Context: an optimization exercise on an open-source flow, tuned for small area. The choices shown serve that exercise and are no tape-out recipe.
Where RTL was checked, it was by simulation tests only, not by an equivalence proof against the original.
The clock input has no modelled driver; a real chip could not lean on it and would need a root buffer or a full tree.
Power and IR drop assume default switching activity.

== v25 ==
==> flow/design.v <==
module RainbowRGB
(input CLK
,input RST
,input BTN
,output[7:0]LED
,output[2:0]RGB
);
reg[8:0]x;
reg[8:0]v;
wire xw=x[8]&x[7]&x[4]&x[2]&x[0];          
wire vw=v[8]&v[7]&v[4]&v[2]&v[0];          
wire x0=~(x[8]|x[7]|x[4]|x[2]|x[0]);       
wire v0=~(v[8]|v[7]|v[4]|v[2]|v[0]);       
always@(posedge CLK)
	if(RST|xw)
		x<=9'd106;
	else
		x<=x+1'b1;
always@(posedge CLK)
	if(RST)
		v<=9'd106;
	else if(xw)
		v<=vw?9'd106:v+1'b1;
wire up_low=x<v;
wire dw_low=!v0&&!(~x<v);
wire ramp=vw&&x0;    
reg[2:0]a;    
reg[1:0]q;    
always@(posedge CLK)
	if(RST)begin
		a<=3'd0;
		q<=2'd0;
	end
	else if(ramp)begin
		q<={q[1]^q[0],q[1]|~q[0]};
		if(q!=2'd0)
			a<=a-1'b1;
	end
reg b;           
reg[11:0]sr;     
wire[11:0]s=sr^12'haaa;
reg kp;          
reg sel;         
wire D=s[11]&s[10]&!s[9]&!s[7]&s[6]&!s[5]&!s[4]&s[3]&!s[1];
always@(posedge CLK)
	b<=BTN;
always@(posedge CLK)
	if(RST)
		sr<=12'h100^12'haaa;
	else if(BTN!=b)
		sr<=12'h200^12'haaa;
	else
		sr<={s[10:0],s[11]^s[10]}^12'haaa;
always@(posedge CLK)
	if(RST)
		kp<=1'b0;
	else if(D)
		kp<=b;
always@(posedge CLK)
	if(RST)
		sel<=1'b0;
	else if(D&&b&&!kp)
		sel<=~sel;
wire U=up_low&&sel;
wire W=dw_low&&sel;
wire U0=U&&!a[0];
wire W1=W&&a[0];
wire M=a[0]?U:W;
wire[3:0]d={a[2:1]==2'd3,a[2:1]==2'd2,a[2:1]==2'd1,a[2:1]==2'd0};
genvar j;
generate
for(j=0;j<4;j=j+1)begin:gl
	assign LED[2*j]=~((d[j]&&U0)||(d[(j+3)%4]&&W1));
	assign LED[2*j+1]=~(d[j]&&M);
end
endgenerate
wire Ur=up_low&&!sel;
wire Wr=dw_low&&!sel;
assign RGB[0]=~((!q[1]&&Ur)||(q[1]&&!q[0]&&Wr));
assign RGB[1]=~((q[1]&&q[0]&&Ur)||(!q[1]&&Wr));
assign RGB[2]=~((q[1]&&!q[0]&&Ur)||(q[1]&&q[0]&&Wr));
endmodule
export LEC_CHECK = 0
export CAP_MARGIN = 20
export CORE_MARGIN = 2
export CORE_UTILIZATION = 40
export SLEW_MARGIN = 20
create_clock -name core_clock -period 10.0 [get_ports {CLK}]
standard.sh (not shown) runs the stock make flow with config.mk's settings and CLKGATE_MAP_FILE= SYNTH_SCRIPT=/design/flow/synth_recipe.tcl, a recipe that flattens the netlist after the stock synthesis.
==> flow/flow/run.sh <==
#!/bin/bash
D=$(pwd)
export CTS_SINGLE_BUF=sky130_fd_sc_hd__clkbuf_8
export CTS_NBUF=2
export POST_CTS_TCL=$D/flow/cts_post.tcl
bash standard.sh "SYNTH_SCRIPT=$D/flow/synth.tcl" "POST_CTS_TCL=$D/flow/cts_post.tcl" 'ADDER_MAP_FILE=' 'BUFFER_PORTS_ARGS=-buffer_cell sky130_fd_sc_hd__buf_1' 'CTS_ARGS=-sink_clustering_enable -repair_clock_nets -buf_list {sky130_fd_sc_hd__clkbuf_4} -root_buf sky130_fd_sc_hd__clkbuf_4 -dont_use_dummy_load' finish > standard.log 2>&1
==> flow/flow/cts_post.tcl <==
# POST_CTS hook: replace the clock tree that CTS built with CTS_NBUF clock
# buffers of type CTS_SINGLE_BUF, all driven by the CLK port, each driving
# an equal share of the register clock pins (split by position).
set db [ord::get_db]
set block [ord::get_db_block]
set master [$db findMaster $::env(CTS_SINGLE_BUF)]
set nbuf $::env(CTS_NBUF)
set port_net [[$block findBTerm CLK] getNet]
set tree_insts {}
set tree_nets {}
set sinks {}
set todo [list $port_net]
while { [llength $todo] } {
  set net [lindex $todo 0]
  set todo [lrange $todo 1 end]
  foreach it [$net getITerms] {
    if { [$it getIoType] ne "INPUT" } { continue }
    set inst [$it getInst]
    set mname [[$inst getMaster] getName]
    if { [string match "*__clkbuf_*" $mname] || [string match "*__buf_*" $mname] } {
      lappend tree_insts $inst
      foreach o [$inst getITerms] {
        if { [$o getIoType] eq "OUTPUT" && [$o getNet] ne "NULL" } {
          lappend tree_nets [$o getNet]
          lappend todo [$o getNet]
        }
      }
    } else {
      set b [$inst getBBox]
      lappend sinks [list [expr {([$b xMin] + [$b xMax]) / 2}] [expr {([$b yMin] + [$b yMax]) / 2}] $it]
    }
  }
}
puts "cts_post: [llength $tree_insts] tree cells, [llength $sinks] sinks, $nbuf new buffers"
foreach s $sinks { [lindex $s 2] disconnect }
foreach inst $tree_insts { odb::dbInst_destroy $inst }
foreach net $tree_nets { odb::dbNet_destroy $net }
# split along the longer side of the sink region
set xs [lmap s $sinks {lindex $s 0}]
set ys [lmap s $sinks {lindex $s 1}]
set w [expr {[tcl::mathfunc::max {*}$xs] - [tcl::mathfunc::min {*}$xs]}]
set h [expr {[tcl::mathfunc::max {*}$ys] - [tcl::mathfunc::min {*}$ys]}]
set key [expr {$w >= $h ? 0 : 1}]
set sinks [lsort -integer -index $key $sinks]
set n [llength $sinks]
for {set k 0} {$k < $nbuf} {incr k} {
  set lo [expr {$k * $n / $nbuf}]
  set hi [expr {($k + 1) * $n / $nbuf - 1}]
  set grp [lrange $sinks $lo $hi]
  set buf [odb::dbInst_create $block $master clkbuf_root_$k]
  set cnet [odb::dbNet_create $block clknet_root_$k]
  $cnet setSigType CLOCK
  [$buf findITerm A] connect $port_net
  [$buf findITerm X] connect $cnet
  set sx 0; set sy 0
  foreach s $grp {
    [lindex $s 2] connect $cnet
    set sx [expr {$sx + [lindex $s 0]}]
    set sy [expr {$sy + [lindex $s 1]}]
  }
  $buf setLocation [expr {$sx / [llength $grp]}] [expr {$sy / [llength $grp]}]
  $buf setPlacementStatus PLACED
}
detailed_placement
check_placement -verbose
estimate_parasitics -placement
report_clock_skew
report_check_types -max_slew -max_capacitance
==> flow/flow/synth.tcl <==
proc synth {args} { yosys synth -nofsm -noshare {*}$args }
# The standard synthesis (synth_recipe.tcl), with abc given a different script.
proc abc {args} {
  set out {}
  set skip 0
  foreach a $args {
    if {$skip} { set skip 0; lappend out {+strash;dc2;dch -f;map -a;strash;dc2;dch -f;map -a;strash;dc2;dch -f;map -a;strash;dc2;dch -f;map -a;topo}; continue }
    if {$a eq "-script"} { set skip 1 }
    lappend out $a
  }
  yosys abc {*}$out
}
source $::env(SCRIPTS_DIR)/synth.tcl
# left out here: clear keep_hierarchy, flatten, clean up, hide names made inside functions, write 1_2_yosys.v
Per the final summary, v25 finished and its layout is clean on timing, DRC and antenna.
Here is what was changed in the inputs of v45 compared with v25.
-- flow/flow/run.sh --
<<< v25, line 3
export CTS_SINGLE_BUF=sky130_fd_sc_hd__clkbuf_8
export CTS_NBUF=2
>>> v45, line 3
export CTS_SINGLE_BUF=sky130_fd_sc_hd__clkbuf_4
export CTS_NBUF=3
-- flow/flow/cts_post.tcl --
<<< v25, line 38
# split along the longer side of the sink region
>>> v45, line 38
# k-means on sink positions, started from strips along the longer side
<<< v25, line 46
>>> v45, line 46
set assign {}
for {set i 0} {$i < $n} {incr i} { lappend assign [expr {$i * $nbuf / $n}] }
for {set iter 0} {$iter < 20} {incr iter} {
  set cx {}; set cy {}
  for {set k 0} {$k < $nbuf} {incr k} {
    set sx 0.0; set sy 0.0; set c 0
    foreach s $sinks g $assign { if {$g == $k} { set sx [expr {$sx + [lindex $s 0]}]; set sy [expr {$sy + [lindex $s 1]}]; incr c } }
    if {$c == 0} { set c 1 }
    lappend cx [expr {$sx / $c}]; lappend cy [expr {$sy / $c}]
  }
  set new {}
  foreach s $sinks {
    set best 0; set bd 1e30
    for {set k 0} {$k < $nbuf} {incr k} {
      set d [expr {abs([lindex $s 0] - [lindex $cx $k]) + abs([lindex $s 1] - [lindex $cy $k])}]
      if {$d < $bd} { set bd $d; set best $k }
    }
    lappend new $best
  }
  set assign $new
}
set groups {}
<<< v25, line 47
  set lo [expr {$k * $n / $nbuf}]
  set hi [expr {($k + 1) * $n / $nbuf - 1}]
  set grp [lrange $sinks $lo $hi]
>>> v45, line 69
  set g {}
  foreach s $sinks a $assign { if {$a == $k} { lappend g $s } }
  lappend groups $g
  puts "cts_post: group $k has [llength $g] sinks"
}
for {set k 0} {$k < $nbuf} {incr k} {
  set grp [lindex $groups $k]
-- flow/flow/synth.tcl --
<<< v25, line 7
    if {$skip} { set skip 0; lappend out {+strash;dc2;dch -f;map -a;strash;dc2;dch -f;map -a;strash;dc2;dch -f;map -a;strash;dc2;dch -f;map -a;topo}; continue }
>>> v45, line 7
    if {$skip} { set skip 0; lappend out {+strash;dc2;dch -f;map -a;strash;dc2;dch -f;map -a;strash;&get -n;&if -K 4 -a;&put;mfs;strash;dc2;dch -f;map -a;topo}; continue }
--- outcome ---
- Of v45 and v25, it is v45 that has the lower area after synthesis.
- Comparing v25 against v45, there is no change at all in share of synthesized registers carrying an async set or reset.
- Relative to v25, portion of total power attributed to the clock network has decreased by 1.8 points in v45.
- Leakage power total (v45 vs. v25) decreases slightly
- v25 was larger in final cell area than v45.
- The power of the sequential group of v45 and that of v25 are within noise of each other.
For v18, these inputs were changed with respect to v45:
-- flow/flow/run.sh --
<<< v45, line 3
export CTS_SINGLE_BUF=sky130_fd_sc_hd__clkbuf_4
export CTS_NBUF=3
>>> v18, line 3
export CTS_SINGLE_BUF=sky130_fd_sc_hd__clkbuf_8
export CTS_NBUF=2
-- flow/flow/cts_post.tcl --
<<< v45, line 38
# k-means on sink positions, started from strips along the longer side
>>> v18, line 38
# split along the longer side of the sink region
<<< v45, line 46
set assign {}
for {set i 0} {$i < $n} {incr i} { lappend assign [expr {$i * $nbuf / $n}] }
for {set iter 0} {$iter < 20} {incr iter} {
  set cx {}; set cy {}
  for {set k 0} {$k < $nbuf} {incr k} {
    set sx 0.0; set sy 0.0; set c 0
    foreach s $sinks g $assign { if {$g == $k} { set sx [expr {$sx + [lindex $s 0]}]; set sy [expr {$sy + [lindex $s 1]}]; incr c } }
    if {$c == 0} { set c 1 }
    lappend cx [expr {$sx / $c}]; lappend cy [expr {$sy / $c}]
  }
  set new {}
  foreach s $sinks {
    set best 0; set bd 1e30
    for {set k 0} {$k < $nbuf} {incr k} {
      set d [expr {abs([lindex $s 0] - [lindex $cx $k]) + abs([lindex $s 1] - [lindex $cy $k])}]
      if {$d < $bd} { set bd $d; set best $k }
    }
    lappend new $best
  }
  set assign $new
}
set groups {}
>>> v18, line 46
<<< v45, line 69
  set g {}
  foreach s $sinks a $assign { if {$a == $k} { lappend g $s } }
  lappend groups $g
  puts "cts_post: group $k has [llength $g] sinks"
}
for {set k 0} {$k < $nbuf} {incr k} {
  set grp [lindex $groups $k]
>>> v18, line 47
  set lo [expr {$k * $n / $nbuf}]
  set hi [expr {($k + 1) * $n / $nbuf - 1}]
  set grp [lrange $sinks $lo $hi]
Results
On first-pass iteration count of the detailed router, v18 tracks v45 almost exactly. In the flow results for v45 and v18, the global-route usage is larger on v45. On final area, v45 and v18 are basically level. Any difference in total number of vias between v45 and v18 is small enough to ignore. The final worst clock skew was comparable across v45 and v18. v18 against v45: layout overhead on the synthesized area up 0.31 points, net switching fraction of the power now sits higher, wire length reported by the detailed router moved up, final critical-path share of the clock period roughly the same.
> inputs changed (v18 -> v11)
-- flow/flow/synth.tcl --
<<< v18, line 7
    if {$skip} { set skip 0; lappend out {+strash;dc2;dch -f;map -a;strash;dc2;dch -f;map -a;strash;&get -n;&if -K 4 -a;&put;mfs;strash;dc2;dch -f;map -a;topo}; continue }
>>> v11, line 7
    if {$skip} { set skip 0; lappend out {+strash;dc2;dch -f;map -a;strash;dc2;dch -f;map -a;strash;dc2;dch -f;map -a;strash;dc2;dch -f;map -a;topo}; continue }
==> run notes <==
- v18 | stages: all done | timing, DRC, antenna: all pass
- v11 did not stop at any stage, and its layout met the timing, design-rule and antenna checks.
- On initial standard-cell utilization of the core, v18 and v11 are basically level.
- Relative to v18, the post-synthesis instance area measured on v11 has increased slightly.
- Total power in v11 is 0.74 uW below v18.
- Setup slack in v11 is larger than in v18.
No run of this note takes its clock network from TritonCTS; it comes from the design's own scripts or RTL.

* * *

== before ==
// RainbowRGB: RTL as listed in full above, without the edits since
clock: 10.0 ns
lec_check: 0
cap_margin: 20
core_margin: 2
core_utilization: 40
slew_margin: 20
==> flow/flow/run.sh <==
#!/bin/bash
D=$(pwd)
bash standard.sh "SYNTH_SCRIPT=$D/flow/synth.tcl" 'ADDER_MAP_FILE=' 'BUFFER_PORTS_ARGS=-buffer_cell sky130_fd_sc_hd__buf_1' 'CTS_ARGS=-sink_clustering_enable -repair_clock_nets -buf_list {sky130_fd_sc_hd__clkbuf_4} -root_buf sky130_fd_sc_hd__clkbuf_4 -dont_use_dummy_load' finish > standard.log 2>&1
==> flow/flow/synth.tcl <==
proc synth {args} { yosys synth -nofsm -noshare {*}$args }
# The standard synthesis (synth_recipe.tcl), with abc given a different script.
proc abc {args} {
  set out {}
  set skip 0
  foreach a $args {
    if {$skip} { set skip 0; lappend out {+strash;dc2;dch -f;map -a;strash;dc2;dch -f;map -a;strash;dc2;dch -f;map -a;strash;dc2;dch -f;map -a;topo}; continue }
    if {$a eq "-script"} { set skip 1 }
    lappend out $a
  }
  yosys abc {*}$out
}
source $::env(SCRIPTS_DIR)/synth.tcl
# left out here: clear keep_hierarchy, flatten, clean up, hide names made inside functions, write 1_2_yosys.v
before went all the way through synthesis, placement and routing and the layout is clean on timing, DRC and antenna.
--- input diff before..after ---
diff --git a/flow/flow/synth.tcl b/flow/flow/synth.tcl
--- a/flow/flow/synth.tcl
+++ b/flow/flow/synth.tcl
@@ -6,3 +6,3 @@
   foreach a $args {
-    if {$skip} { set skip 0; lappend out {+strash;dc2;dch -f;map -a;strash;dc2;dch -f;map -a;strash;dc2;dch -f;map -a;strash;dc2;dch -f;map -a;topo}; continue }
+    if {$skip} { set skip 0; lappend out {+strash;dc2;dch -f;map -a;topo}; continue }
     if {$a eq "-script"} { set skip 1 }
==> run notes <==
before -> after: number of gates resized after CTS delta 0, exact match
On internal power, after tracks before almost exactly.
In after relative to before, fill cell instance count of the final layout had gone down by a few percent.
Leading cell category by total area = flip-flops and latches: before; leading cell category by total area = multi-input gates: after

* * *

## alpha
RainbowRGB, a different RTL version from the one above (not shown whole).
For scale: ~38 flip-flops, ~14 I/O pins.
==> flow/design.v (excerpt) <==
module RainbowRGB
(input CLK
,input RST
,input BTN
,output[7:0]LED
,output[2:0]RGB
);
==> flow/config.mk <==
export PLATFORM = sky130hd
export DESIGN_NAME = RainbowRGB
export DESIGN_NICKNAME = RainbowRGB
export VERILOG_FILES = /design/flow/design.v
export SDC_FILE = /design/flow/constraint.sdc
export NUM_CORES = 4
export LEC_CHECK = 0
export CAP_MARGIN = 20
export CORE_MARGIN = 2
export CORE_UTILIZATION = 40
export SLEW_MARGIN = 20
==> flow/constraint.sdc <==
create_clock -name core_clock -period 10.0 [get_ports {CLK}]
set_input_delay 2.0000 -clock core_clock [delete_from_list [all_inputs] [get_ports {CLK}]]
set_output_delay 2.0000 -clock core_clock [all_outputs]
set_load 0.01 [all_outputs]
==> flow/flow/run.sh <==
#!/bin/bash
D=$(pwd)
bash standard.sh "SYNTH_SCRIPT=$D/flow/synth.tcl" 'ADDER_MAP_FILE=' 'BUFFER_PORTS_ARGS=-buffer_cell sky130_fd_sc_hd__buf_1' 'CTS_ARGS=-sink_clustering_enable -repair_clock_nets -sink_clustering_size 40 -sink_clustering_max_diameter 200 -buf_list {sky130_fd_sc_hd__clkbuf_4 sky130_fd_sc_hd__clkbuf_8} -dont_use_dummy_load' finish > standard.log 2>&1
==> flow/flow/synth.tcl <==
proc synth {args} { yosys synth -nofsm -noshare {*}$args }
# The standard synthesis (synth_recipe.tcl), with abc given a different script.
proc abc {args} {
  set out {}
  set skip 0
  foreach a $args {
    if {$skip} { set skip 0; lappend out {+strash;dc2;dch -f;map -a;topo}; continue }
    if {$a eq "-script"} { set skip 1 }
    lappend out $a
  }
  yosys abc {*}$out
}
source $::env(SCRIPTS_DIR)/synth.tcl
# left out here: clear keep_hierarchy, flatten, clean up, hide names made inside functions, write 1_2_yosys.v
Looking at the reports, alpha completed the entire flow and the layout it produced met the timing, design-rule and antenna checks.
## Diff of input files: beta against alpha
==> flow/flow/run.sh <==
#!/bin/bash
bash standard.sh ADDER_MAP_FILE= finish > standard.log 2>&1
removed: flow/flow/synth.tcl
beta vs alpha: power share of the combinational group up. Wire length of the first global-routing pass for beta is lower than for alpha. Reported for beta and alpha, number of max-capacitance violations reported turned out identical to the last digit. Via count is higher on alpha. Compared with alpha, beta is hungrier on power. | worst-case hold slack | beta vs alpha | 0.027 ns higher |. alpha has higher worst slew margin relative to its limit than beta. Cell count after synthesis: higher on alpha.
Setup changes, beta to gamma
==> flow/flow/run.sh <==
#!/bin/bash
bash standard.sh 'ADDER_MAP_FILE=' 'BUFFER_PORTS_ARGS=-buffer_cell sky130_fd_sc_hd__buf_1' 'CTS_ARGS=-sink_clustering_enable -repair_clock_nets -sink_clustering_size 40 -sink_clustering_max_diameter 200 -buf_list sky130_fd_sc_hd__clkbuf_4 sky130_fd_sc_hd__clkbuf_8 -dont_use_dummy_load' finish > standard.log 2>&1
### Flow results
Seen in the log of gamma: STA-0564 during clock tree synthesis, after which the run never completed.
Diff gamma..beta | area fraction in compound gates after synthesis | unchanged
Mean instance size in the synthesized netlist: gamma vs beta identical
beta -> gamma: synthesized cell count delta 0, exact match
On worst setup slack before clock tree synthesis: between beta and gamma, it ends up higher for gamma.
Half-perimeter wire length of the detailed placement result: gamma worse than beta
As far as synthesized area goes, beta and gamma are indistinguishable; the numbers are identical.
Here is what was changed in the inputs of delta compared with gamma.
==> flow/flow/run.sh <==
#!/bin/bash
D=$(pwd)
bash standard.sh "SYNTH_SCRIPT=$D/flow/synth.tcl" 'ADDER_MAP_FILE=' 'BUFFER_PORTS_ARGS=-buffer_cell sky130_fd_sc_hd__buf_1' 'CTS_ARGS=-sink_clustering_enable -repair_clock_nets -sink_clustering_size 50 -sink_clustering_max_diameter 1000 -sink_buffer_max_cap_derate 1.0 -buf_list {sky130_fd_sc_hd__clkbuf_8 sky130_fd_sc_hd__clkbuf_16} -root_buf sky130_fd_sc_hd__clkbuf_8 -dont_use_dummy_load' finish > standard.log 2>&1
==> flow/flow/synth.tcl (new file) <==
proc synth {args} { yosys synth -nofsm -noshare {*}$args }
# The standard synthesis (synth_recipe.tcl), with abc given a different script.
proc abc {args} {
  set out {}
  set skip 0
  foreach a $args {
    if {$skip} { set skip 0; lappend out {+strash;dc2;dch -f;map -a;topo}; continue }
    if {$a eq "-script"} { set skip 1 }
    lappend out $a
  }
  yosys abc {*}$out
}
source $::env(SCRIPTS_DIR)/synth.tcl
# left out here: clear keep_hierarchy, flatten, clean up, hide names made inside functions, write 1_2_yosys.v
--- outcome ---
delta completed end to end with timing, DRC and antenna clean.
delta vs gamma, synthesized-area fraction occupied by adder cells went down by 3.2 points.
Summary: with gamma as the reference, horizontal extent of the die in delta moved down by a little under 10%.
When delta is set beside gamma, its synthesized area turns out to be about 15% smaller.
Looking only at die boundary height, and setting everything else aside, the lower value of delta and gamma goes to delta.
Inputs modified between delta and epsilon:
Settings: ABC_AREA now 1, previously not set.
==> flow/run.sh (new file) <==
#!/bin/bash
# synth_recipe.tcl (not shown) runs the flow's synth.tcl, then flattens the netlist and writes it again
# the make line also repeats each setting of config.mk as NAME=value (left out here)
make -C /OpenROAD-flow-scripts/flow DESIGN_CONFIG=/design/flow/config.mk WORK_HOME=/design/flow/orfs CLKGATE_MAP_FILE= SYNTH_SCRIPT=/design/flow/synth_recipe.tcl finish
removed: flow/flow/run.sh
removed: flow/flow/synth.tcl
removed: flow/standard.sh
==> comparison <==
From delta to epsilon the numbers moved as follows: synthesized cell count went up 31%; multi-input logic portion of the cell area went up 8.2 points; share of the core filled with cells in the final layout rose 1.6 points.
Function was not checked in any run of this note: the RTL went through the layout flow alone.

## port drivers added, routing unchanged
How much do the figures lean on ideal ports? The routed layouts below were timed once more, with nothing changed but the port constraints.
Step 1 sets driving cells, clkbuf_16 on the clock port and buf_2 on the other inputs (assumed; they add their load-dependent delay and slew).
Step 2 adds t to the input delays and takes it off the output delays; t is the mean of the earliest and latest rising clock arrival at the registers after step 1. Input paths then give back, and output paths get back, about the clock's delay inside the block.
Slacks: ideal ports / drivers / drivers and shift; pairs: ideal ports / drivers.
run | t, ns | setup slack, ns | hold WS [ns] | worst setup path at the end
v25 | 0.204 | 5.484 / 5.446 / 5.650 | 0.385 / 0.385 / 0.385 | register to output
v45 | 0.213 | 5.424 / 5.387 / 5.600 | 0.382 / 0.382 / 0.382 | register to output
v18 | 0.203 | 5.422 / 5.385 / 5.588 | 0.380 / 0.380 / 0.380 | register to output
v11 | 0.204 | 5.484 / 5.446 / 5.650 | 0.385 / 0.385 / 0.385 | register to output
before | 0.356 | 5.290 / 5.266 / 5.623 | 0.384 / 0.384 / 0.384 | register to output
after | 0.356 | 5.683 / 5.658 / 6.014 | 0.383 / 0.383 / 0.383 | register to output
alpha | 0.300 | 5.611 / 5.587 / 5.887 | 0.403 / 0.403 / 0.403 | register to output
beta | 0.306 | 5.168 / 5.142 / 5.448 | 0.431 / 0.431 / 0.431 | register to output
delta | 0.300 | 5.611 / 5.587 / 5.887 | 0.403 / 0.403 / 0.403 | register to output
epsilon | 0.316 | 5.373 / 5.346 / 5.662 | 0.412 / 0.412 / 0.412 | register to output
After both steps every run listed still meets setup and hold.
